What follows belongs to an exercise in optimizing a design on an open flow for small area, a short achievable clock period and few clock cycles per item; a production flow would make more cautious choices. The RTL was checked by simulation tests, not by an equivalence proof against the original design.

## yarrow
Design cordic_top, start of the top module:
module cordic_top (
	input logic clk,
	input logic rst,
	input logic signed [ 31:0 ] in_din,
	input logic in_we,
	input logic out_re,
	output logic in_full,
	output logic signed [ 1:0 ] [ 15:0 ] out_dout,
	output logic out_empty
);
Settings: LEC_CHECK=0, CAP_MARGIN=20, CORE_MARGIN=2, CORE_UTILIZATION=40, PLACE_DENSITY=0.6, SETUP_SLACK_MARGIN=2.7, SLEW_MARGIN=20; clock period 6.0 ns.
run.sh (not shown) runs the stock make flow with config.mk's settings and CLKGATE_MAP_FILE= SYNTH_SCRIPT=/design/flow/synth_recipe.tcl, a recipe that flattens the netlist after the stock synthesis.
Testbench counts of yarrow, summed over its fixed seeds: cycles 8,192, items 8,192.
Modified inputs, maple compared to yarrow
-- flow/config.mk --
<<< yarrow, line 10
export CORE_UTILIZATION = 40
export PLACE_DENSITY = 0.6
export SETUP_SLACK_MARGIN = 2.7
export SLEW_MARGIN = 20
>>> maple, line 10
export CORE_UTILIZATION = 40
export PLACE_DENSITY = 0.6
export SETUP_SLACK_MARGIN = 3.5
export SLEW_MARGIN = 20
[summary]
maple reports a higher critical path depth than yarrow does. [compare] base=yarrow new=maple: post-layout instance area went up 19%; die area stayed essentially flat. Row sequential share of cell area: maple lower / yarrow higher.
Here is what was changed in the inputs of nickel compared with maple.
-- flow/config.mk --
<<< maple, line 8
export CAP_MARGIN = 20
export CORE_MARGIN = 2
export CORE_UTILIZATION = 40
export PLACE_DENSITY = 0.6
export SETUP_SLACK_MARGIN = 3.5
export SLEW_MARGIN = 20
>>> nickel, line 8
export CAP_MARGIN = 20
export CORE_MARGIN = 2
export CORE_UTILIZATION = 50
export PLACE_DENSITY = 0.65
export SETUP_SLACK_MARGIN = 3.0
export SLEW_MARGIN = 20
--- outcome ---
Number of clock-tree buffers in the layout, nickel vs maple: up by a few percent
Across both runs, tightest slew margin relative to the limit was lower for nickel than for maple.
nickel ended up with sky130_fd_sc_hd__edfxtp_1 as its cell at the slowest stage of the critical path; maple ended up with sky130_fd_sc_hd__dfrtp_2.
From maple to nickel the numbers moved as follows: share of synthesized area occupied by flip-flops and latches neither gained nor lost much, core region area dropped 20%, share of cell area taken by flip-flops and latches went up.
After detailed routing, maple needs more wire than nickel.
## Diff of input files: delta against nickel
-- flow/config.mk --
<<< nickel, line 8
export CAP_MARGIN = 20
export CORE_MARGIN = 2
export CORE_UTILIZATION = 50
export PLACE_DENSITY = 0.65
export SETUP_SLACK_MARGIN = 3.0
export SLEW_MARGIN = 20
>>> delta, line 8
export CAP_MARGIN = 20
export CORE_MARGIN = 2
export CORE_UTILIZATION = 40
export PLACE_DENSITY = 0.6
export SETUP_SLACK_MARGIN = 3.2
export SLEW_MARGIN = 20
[summary]
Basic-gate share of the synthesized area counting and, or, nand and nor cells essentially unchanged between nickel and delta.
Going from nickel to delta, share of cell area taken by multi-input logic gates up 0.21 points; sequential share of layout area down 1.6 points; cell area went up by 4.3%.
out_dout[30] as the critical path capture point was reported by delta, and out_dout[24] by nickel.
Inputs modified between delta and harbor:
==> flow/config.mk <==
export PLATFORM = sky130hd
export DESIGN_NAME = cordic_top
export DESIGN_NICKNAME = cordic_top
export VERILOG_FILES = /design/flow/design.v
export SDC_FILE = /design/flow/constraint.sdc
export NUM_CORES = 4
export LEC_CHECK = 0
export ABC_AREA = 1
export CAP_MARGIN = 20
export CORE_MARGIN = 2
export CORE_UTILIZATION = 40
export PLACE_DENSITY = 0.6
export SETUP_SLACK_MARGIN = 3.0
export SLEW_MARGIN = 20
Findings:
harbor vs. delta: global routing met2 resource utilization shows no meaningful change, worst setup slack shows a reduction of 66 ps, die boundary width shows an increase of 1.8%.

---

cordic_top again, from the RTL that the note above started with.
==> flow/config.mk <==
export PLATFORM = sky130hd
export DESIGN_NAME = cordic_top
export DESIGN_NICKNAME = cordic_top
export VERILOG_FILES = /design/flow/design.v
export SDC_FILE = /design/flow/constraint.sdc
export NUM_CORES = 4
export LEC_CHECK = 0
export CAP_MARGIN = 20
export CORE_MARGIN = 2
export CORE_UTILIZATION = 50
export PLACE_DENSITY = 0.65
export SETUP_SLACK_MARGIN = 3.2
export SLEW_MARGIN = 20
export TNS_END_PERCENT = 40
==> flow/constraint.sdc <==
create_clock -name core_clock -period 6.0 [get_ports {clk}]
set_input_delay 1.2000 -clock core_clock [delete_from_list [all_inputs] [get_ports {clk}]]
set_output_delay 1.2000 -clock core_clock [all_outputs]
set_load 0.01 [all_outputs]
Testbench counts at the start, summed over its fixed seeds: cycles 8,192, items 8,192.
Rerun with:
--- a/flow/config.mk
+++ b/flow/config.mk
@@ -10,3 +10,3 @@
-export CORE_UTILIZATION = 50
-export PLACE_DENSITY = 0.65
-export SETUP_SLACK_MARGIN = 3.2
+export CORE_UTILIZATION = 40
+export PLACE_DENSITY = 0.6
+export SETUP_SLACK_MARGIN = 3.1
@@ -14 +13,0 @@
-export TNS_END_PERCENT = 40
=>
- wire length falls by 2.7%
- design area decreases by 0.31%
- hold slack improves by 0.013 ns
- sequential share of layout area came out higher by 0.12 points
- core utilization fell by 12 points
- register-to-register slack barely changes
- maximum frequency stays flat
- setup slack gains 0.0059 ns
Rerun with:
--- a/flow/config.mk
+++ b/flow/config.mk
@@ -10,0 +11,2 @@
+export CTS_CLUSTER_DIAMETER = 60
+export CTS_CLUSTER_SIZE = 20
@@ -12 +14 @@
-export SETUP_SLACK_MARGIN = 3.1
+export SETUP_SLACK_MARGIN = 3.0
- global-route usage hardly moves
- core utilization fell by 0.94 points
- wire length hardly moves
- final cell count fell by 0.84%
- first-iteration DRC count fell by 0.88%
- sequential cell count is unchanged
- die area is unchanged
- fmax fell by 2.7%
Rerun with:
--- a/flow/config.mk
+++ b/flow/config.mk
@@ -8 +8 @@
-export CAP_MARGIN = 20
+export CAP_MARGIN = 5
@@ -10,4 +10,2 @@
-export CORE_UTILIZATION = 40
-export CTS_CLUSTER_DIAMETER = 60
-export CTS_CLUSTER_SIZE = 20
-export PLACE_DENSITY = 0.6
+export CORE_UTILIZATION = 50
+export PLACE_DENSITY = 0.65
@@ -15 +13 @@
-export SLEW_MARGIN = 20
+export SLEW_MARGIN = 5
Outcome: The changed run completed without violations; routed wire length decreases by about 1.4%; worst hold slack is better by 0.0059 ns; first-iteration DRC count increases by about 1.6%.
Rerun with:
--- a/flow/config.mk
+++ b/flow/config.mk
@@ -8 +8 @@
-export CAP_MARGIN = 5
+export CAP_MARGIN = 20
@@ -10,2 +10,2 @@
-export CORE_UTILIZATION = 50
-export PLACE_DENSITY = 0.65
+export CORE_UTILIZATION = 40
+export PLACE_DENSITY = 0.6
@@ -13 +13 @@
-export SLEW_MARGIN = 5
+export SLEW_MARGIN = 20
Synthesized cell count does not change.
Wire length grows by 1.1%.
Global-route usage decreases by 4.1 points.
First-iteration DRC count hardly moves.
Final cell count rose by 4.5%.
Clock-buffer cell count decreases by 4.

afterwards: timing with drivers on the ports:
Ports are ideal in the flow. The routed layouts listed here were re-timed in OpenROAD. Step 1 (the two cells are an assumption about what drives the block):
set clk [get_ports {clk}]
set_driving_cell -lib_cell sky130_fd_sc_hd__clkbuf_16 $clk
set_driving_cell -lib_cell sky130_fd_sc_hd__buf_2 [delete_from_list [all_inputs] $clk]
Step 2 times the ports against the registers' clock, not the clock port: input delays grow and output delays shrink by t, the midpoint of the rising clock arrivals with the driver on. Slacks: ideal ports / drivers / drivers and shift; pairs: ideal ports / drivers.
| run | shift t [ns] | setup slack, ns | pins driven straight from the clock port |
|---|---|---|---|
| yarrow | 0.681 | 2.726 / 2.726 / 2.561 | 1 |
| maple | 0.692 | 3.054 / 3.054 / 2.923 | 1 |
| nickel | 0.666 | 3.026 / 3.026 / 2.557 | 1 |
| delta | 0.689 | 3.092 / 3.092 / 2.713 | 1 |
| harbor | 0.688 | 3.026 / 3.021 / 2.442 | 1 |
| the first run of note 2 | 0.682 | 3.045 / 3.045 / 2.625 | 1 |
| the second run of note 2 | 0.686 | 3.051 / 3.051 / 2.696 | 1 |
| the third run of note 2 | 0.692 | 2.971 / 2.971 / 2.508 | 1 |
| the fourth run of note 2 | 0.666 | 3.026 / 3.026 / 2.557 | 1 |
| the fifth run of note 2 | 0.683 | 3.036 / 3.036 / 2.527 | 1 |
After both steps setup and hold are still met in every run listed. For harbor, which loses most, drivers alone change the setup slack by -0.005 ns; drivers and shift together by -0.584 ns.
